This design comes from an exercise in tuning for small area and a short achievable clock period on the open sky130 flow, not from production work.
Only simulation tests tie the RTL to the original design; equivalence was not proved.

## alpha
==> flow/design.v (excerpt) <==
module FIR1 (X, clk, Y, reset);
  input  [13:0] X;
  input         clk;
  output [13:0] Y;
  input         reset;
  reg [13:0] d1;
  reg [13:0] d2;
  reg [13:0] d3;
  reg [13:0] d4;
  reg [13:0] d5;
  reg [13:0] d6;
  reg [13:0] d7;
  reg [13:0] d8;
  reg [13:0] d9;
  reg [13:0] d10;
  reg [13:0] d11;
  reg [13:0] d12;
  reg [13:0] d13;
  reg [13:0] d14;
  reg [13:0] d15;
  reg [13:0] d16;
  reg [13:0] d17;
  reg [13:0] d18;
  reg [13:0] d19;
  reg [13:0] d20;
  reg [14:0] q2_0;
  reg [14:0] q2_2;
  reg [14:0] q2_3;
  reg [29:0] r2a;
  reg [28:0] r2b;
  reg [27:0] r1;
  reg [13:0] Y;
  wire s1 = d4[0] ^ d14[0];
  wire c2 = d4[0] | d14[0];
  wire s3 = d4[1] ^ d14[1];
  wire c4 = d4[1] | d14[1];
  wire s5, c6;
  FIR1_fa us5 (q2_3[6], q2_3[0], d20[9], s5, c6);
  wire s7, c8;
  FIR1_ha us7 (d18[9], d18[7], s7, c8);
  wire s9, c10;
  FIR1_fa us9 (d4[2], d14[2], q2_3[7], s9, c10);
  wire s11, c12;
  FIR1_fa us11 (q2_3[1], d20[10], d18[10], s11, c12);
  wire s13, c14;
  FIR1_fa us13 (q2_0[12], q2_0[8], q2_0[6], s13, c14);
  wire s15, c16;
  FIR1_fa us15 (d4[3], d14[3], q2_3[8], s15, c16);
  wire s17, c18;
  FIR1_fa us17 (q2_3[2], q2_3[0], d20[11], s17, c18);
  wire s19, c20;
  FIR1_fa us19 (d18[11], d18[9], d18[7], s19, c20);
  wire s21 = q2_0[13] ^ q2_0[9];
  wire c22 = q2_0[13] | q2_0[9];
  wire s23, c24;
  FIR1_fa us23 (q2_0[14], d4[4], d14[4], s23, c24);
  wire s25, c26;
  ...
For scale: about 1500 cells after synthesis, ~30 I/O pins.
Settings: LEC_CHECK=0, CAP_MARGIN=20, CORE_MARGIN=2, CORE_UTILIZATION=50, CTS_CLUSTER_DIAMETER=150, CTS_CLUSTER_SIZE=20, PLACE_DENSITY=0.7, SLEW_MARGIN=20, SYNTH_HIERARCHICAL=1, SYNTH_MINIMUM_KEEP_SIZE=0; clock period 10.0 ns.
standard.sh (not shown) runs the stock make flow with config.mk's settings and CLKGATE_MAP_FILE= SYNTH_SCRIPT=/design/flow/synth_recipe.tcl, a recipe that flattens the netlist after the stock synthesis.
==> flow/flow/run.sh <==
#!/bin/bash
set -euo pipefail
bash standard.sh SETUP_SLACK_MARGIN=6.0 finish > standard_run.log 2>&1
#### Input delta (beta over alpha)
- removing CTS_CLUSTER_DIAMETER (formerly 150)
- removing PLACE_DENSITY (formerly 0.7)
- removing CTS_CLUSTER_SIZE (formerly 20)
- changing CORE_UTILIZATION from 50 to 40
==> flow/flow/run.sh <==
#!/bin/bash
set -euo pipefail
bash standard.sh SETUP_SLACK_MARGIN=6.3 finish > standard_run.log 2>&1
## What came out
- The hold slack number comes out lower for beta vs alpha.
- Area added between synthesis and finish (beta over alpha): increase, 8.3 points
- Between alpha and beta, maximum operating frequency increased.
- Number of gates given a new drive strength after cts for beta: 103 up relative to alpha
- Looking only at post-layout instance area, and setting everything else aside, the higher value of beta and alpha goes to beta.
Changes in gamma relative to beta:
- CTS_CLUSTER_DIAMETER now 150, previously not set
- CTS_CLUSTER_SIZE now 20, previously not set
==> flow/flow/run.sh <==
#!/bin/bash
set -euo pipefail
bash standard.sh SETUP_SLACK_MARGIN=6.0 "BUFFER_PORTS_ARGS=-buffer_cell sky130_fd_sc_hd__buf_4" finish > standard_run.log 2>&1
Results
On required time of the worst setup path, gamma tracks beta almost exactly.
gamma vs beta — largest net degree at the start of global routing dropped by more than 10%
Going from beta to gamma, first-pass GRT wire length shrank by a few percent.
Half-perimeter wire length of the detailed placement result grows slightly when moving from beta to gamma.
gamma went all the way through the flow, and no timing, DRC or antenna check failed.
Number of buffers created by CTS (lower): gamma
Taking beta over gamma, the final instance area ratio works out to 1.06.
Inputs modified between gamma and delta:
- CTS_CLUSTER_DIAMETER removed (was 150)
- CTS_CLUSTER_SIZE changed from 20 to 30
- CTS_BUF_LIST newly set to sky130_fd_sc_hd__clkbuf_4 sky130_fd_sc_hd__clkbuf_8
==> flow/flow/run.sh <==
#!/bin/bash
set -euo pipefail
bash standard.sh SETUP_SLACK_MARGIN=6.3 finish > standard_run.log 2>&1
## What came out
Required time of the critical path in delta is 0.07 ns above gamma.
Of delta and gamma, it is delta that has the higher buffer count from post-CTS setup fixing.
Fmax, delta and gamma: smaller value in gamma
Looking at final worst-path cycle share across delta and gamma, the one that comes out higher is gamma.
Density: delta denser than gamma
On hold slack, delta does worse than gamma.
When the final numbers for delta and gamma were put side by side, the met3 track demand over resource in global routing turned out to be smaller in gamma.
The lower routed wire length came out of gamma.
Against gamma, delta reports a area added between synthesis and finish that is higher.

* * *

## v17
Another version of the RTL of FIR1 (not shown whole).
For scale: ~2000 cells after synthesis, roughly 470 flip-flops, about 25000 um^2 of cells after synthesis.
export LEC_CHECK = 0
export ABC_AREA = 1
export CAP_MARGIN = 20
export CORE_MARGIN = 2
export CORE_UTILIZATION = 40
export CTS_CLUSTER_DIAMETER = 150
export CTS_CLUSTER_SIZE = 20
export SLEW_MARGIN = 20
export SYNTH_HIERARCHICAL = 1
export SYNTH_MINIMUM_KEEP_SIZE = 0
create_clock -name core_clock -period 10.0 [get_ports {clk}]
==> flow/flow/run.sh <==
#!/bin/bash
set -euo pipefail
bash standard.sh SETUP_SLACK_MARGIN=6.3 "BUFFER_PORTS_ARGS=-buffer_cell sky130_fd_sc_hd__buf_4" finish > standard_run.log 2>&1
v17 | stages: all done | timing, DRC, antenna: all pass
Here is what was changed in the inputs of v58 compared with v17.
- ABC_AREA no longer set, was 1
==> flow/flow/run.sh <==
#!/bin/bash
set -euo pipefail
bash standard.sh SETUP_SLACK_MARGIN=6.4 finish > standard_run.log 2>&1
Results
- Both conditions hold for v58: the flow ran to the end and the final layout passed the timing, DRC and antenna checks.
- The lower share of cell area taken by muxes after synthesis of v17 and v58 is in v17.
- v17 → v58: final critical path time including I/O delays and setup up 0.15 ns, flip-flop and latch count flat, global routing usage on met2 down 0.80 points.
- End point of the critical path: r2b[17] -> v17, Y[13] -> v58
Relative to v58, the following input files were edited for v34:
- ABC_AREA now 1, previously not set
- CTS_CLUSTER_SIZE now 26, was 20
==> flow/flow/run.sh <==
#!/bin/bash
set -euo pipefail
bash standard.sh SETUP_SLACK_MARGIN=6.45 "BUFFER_PORTS_ARGS=-buffer_cell sky130_fd_sc_hd__buf_4" finish > standard_run.log 2>&1
## What came out
- v34 ended up with more standard cells than v58.
- v34: global-route wire length before repair higher than v58
- Relative to v58, TritonCTS buffer count decreased by about 19% in v34.
- v58 -> v34: routability-driven placement congestion ratio increased by a few percent
- Delta (v34 minus v58): count of fill cells added during filler insertion shows an increase of about 5.4%; total non-filler cell area in the finished layout shows no meaningful change; total wirelength of the detailed-routed design shows an increase of 2900 um; number of clock buffers in the layout shows a reduction of 9.
What v52 does differently from v34 at the input level:
- CTS_CLUSTER_SIZE now 20, was 26
==> flow/flow/run.sh <==
#!/bin/bash
set -euo pipefail
bash standard.sh SETUP_SLACK_MARGIN=6.5 finish > standard_run.log 2>&1
Results
Min initial antenna violation count across v34 and v52: v34
On multi-input combinational gate total, v34 and v52 are neck and neck.
v34 has lower total of cells resized after clock tree synthesis than v52.
Diff v34..v52 | synthesized cell count | unchanged
Per the final summary, v52 finished and its layout is clean on timing, DRC and antenna.
Between v34 and v52, layout buffer count excluding clock buffers increased.
As of v52, total wirelength of the detailed-routed design had risen slightly compared to v34.
Setup slack of the critical path after layout ends up higher on v34.
Summary of v52 over v34: via count picked up an extra 116.

* * *

RTL: one of the versions met above, not the one the previous note started from.
Size: about 30 I/O pins, about 23000 sq um of cells after synthesis.
==> flow/config.mk <==
export PLATFORM = sky130hd
export DESIGN_NAME = FIR1
export DESIGN_NICKNAME = FIR1
export VERILOG_FILES = /design/flow/design.v
export SDC_FILE = /design/flow/constraint.sdc
export NUM_CORES = 4
export LEC_CHECK = 0
export CAP_MARGIN = 10
export CORE_MARGIN = 2
export CORE_UTILIZATION = 40
export CTS_CLUSTER_DIAMETER = 150
export CTS_CLUSTER_SIZE = 20
export SLEW_MARGIN = 10
export SYNTH_HIERARCHICAL = 1
export SYNTH_MINIMUM_KEEP_SIZE = 0
==> flow/constraint.sdc <==
create_clock -name core_clock -period 10.0 [get_ports {clk}]
set_input_delay 2.0000 -clock core_clock [delete_from_list [all_inputs] [get_ports {clk}]]
set_output_delay 2.0000 -clock core_clock [all_outputs]
set_load 0.01 [all_outputs]
==> flow/flow/run.sh <==
#!/bin/bash
set -euo pipefail
bash standard.sh SETUP_SLACK_MARGIN=6.0 finish > standard_run.log 2>&1
The starting point ran to the end with no violations.
Change:
==> flow/run.sh (new file) <==
#!/bin/bash
# synth_recipe.tcl (not shown) runs the flow's synth.tcl, then flattens the netlist and writes it again
# the make line also repeats each setting of config.mk as NAME=value (left out here)
make -C /OpenROAD-flow-scripts/flow DESIGN_CONFIG=/design/flow/config.mk WORK_HOME=/design/flow/orfs CLKGATE_MAP_FILE= SYNTH_SCRIPT=/design/flow/synth_recipe.tcl finish
--- a/flow/config.mk
+++ b/flow/config.mk
@@ -7,3 +7,3 @@
 export LEC_CHECK = 0
-export CAP_MARGIN = 10
+export CAP_MARGIN = 20
 export CORE_MARGIN = 2
@@ -12,3 +12,4 @@
 export CTS_CLUSTER_SIZE = 20
-export SLEW_MARGIN = 10
+export SETUP_SLACK_MARGIN = 5
+export SLEW_MARGIN = 20
 export SYNTH_HIERARCHICAL = 1
removed: flow/flow/run.sh
removed: flow/standard.sh
Die area does not change.
Core utilization came out lower by 1.0 points.
Change:
==> flow/flow/run.sh (new file) <==
#!/bin/bash
set -euo pipefail
bash standard.sh SETUP_SLACK_MARGIN=5.7 finish > standard_run.log 2>&1
==> flow/standard.sh (new file) <==
#!/bin/bash
# synth_recipe.tcl (not shown) runs the flow's synth.tcl, then flattens the netlist and writes it again
# the make line also repeats each setting of config.mk as NAME=value (left out here)
make -C /OpenROAD-flow-scripts/flow DESIGN_CONFIG=/design/flow/config.mk WORK_HOME=/design/flow/orfs CLKGATE_MAP_FILE= SYNTH_SCRIPT=/design/flow/synth_recipe.tcl "${@:-finish}"
--- a/flow/config.mk
+++ b/flow/config.mk
@@ -10,5 +10,2 @@
 export CORE_UTILIZATION = 40
-export CTS_CLUSTER_DIAMETER = 150
-export CTS_CLUSTER_SIZE = 20
-export SETUP_SLACK_MARGIN = 5
 export SLEW_MARGIN = 20
removed: flow/run.sh
After rerunning: The new run completed without violations; area after synthesis does not change; setup slack improves by 0.32 ns; global-route usage increases by 0.37 points; sequential share of layout area decreases by 1.6 points; count of clock-buffer cells in the layout increases by 13; utilization increases by 1.7 points.
Change:
==> flow/flow/run.sh (replaced) <==
#!/bin/bash
set -euo pipefail
bash standard.sh SETUP_SLACK_MARGIN=6.0 finish > standard_run.log 2>&1
--- a/flow/config.mk
+++ b/flow/config.mk
@@ -7,2 +7,3 @@
 export LEC_CHECK = 0
+export ABC_AREA = 1
 export CAP_MARGIN = 20
@@ -10,2 +11,4 @@
 export CORE_UTILIZATION = 40
+export CTS_CLUSTER_DIAMETER = 150
+export CTS_CLUSTER_SIZE = 20
 export SLEW_MARGIN = 20
What happened: The new run passed the timing, DRC and antenna checks; via count goes up by 30%; non-clock buffer count rises by 39; fmax is higher by 6.7%.

afterwards: timing with drivers on the ports:
The results above use ideal ports. As a check the final layouts listed here were re-extracted and re-timed, cells and wires unchanged.
Step 1 assumes that a clkbuf_16 drives the clock port and a buf_2 every other input.
Step 2 adds t to the input delays and takes it off the output delays; t is the mean of the earliest and latest rising clock arrival at the registers after step 1. Input paths then give back, and output paths get back, about the clock's delay inside the block.
Three values: ideal, step 1, step 2; two values: the first two.
| run | shift t [ns] | setup WS [ns] | hold WS [ns] | worst setup path after step 2 |
|---|---|---|---|---|
| alpha | 0.618 | 6.000 / 6.000 / 5.428 | 0.336 / 0.336 / 0.336 | input to register |
| beta | 0.629 | 6.036 / 6.036 / 5.485 | 0.330 / 0.330 / 0.330 | input to register |
| gamma | 0.616 | 5.997 / 5.997 / 5.437 | 0.335 / 0.335 / 0.335 | input to register |
| delta | 0.683 | 6.069 / 6.069 / 5.474 | 0.331 / 0.331 / 0.331 | input to register |
| v17 | 0.638 | 6.361 / 6.361 / 5.985 | 0.341 / 0.341 / 0.341 | input to register |
| v58 | 0.641 | 6.212 / 6.222 / 5.581 | 0.344 / 0.344 / 0.344 | input to register |
| v34 | 0.617 | 6.405 / 6.405 / 6.153 | 0.324 / 0.324 / 0.324 | input to register |
| v52 | 0.639 | 6.377 / 6.377 / 6.071 | 0.338 / 0.338 / 0.338 | input to register |
| the first run of note 3 | 0.622 | 6.083 / 6.083 / 5.525 | 0.335 / 0.335 / 0.335 | input to register |
| the second run of note 3 | 0.609 | 5.469 / 5.501 / 4.892 | 0.336 / 0.336 / 0.336 | input to register |
| the third run of note 3 | 0.611 | 5.787 / 5.787 / 5.275 | 0.339 / 0.339 / 0.339 | input to register |
| the fourth run of note 3 | 0.641 | 6.050 / 6.050 / 5.568 | 0.319 / 0.319 / 0.319 | input to register |
After both steps every run listed still meets setup and hold. The setup slack of v58, which loses most, moves by +0.010 ns with the drivers and by -0.631 ns with both steps.
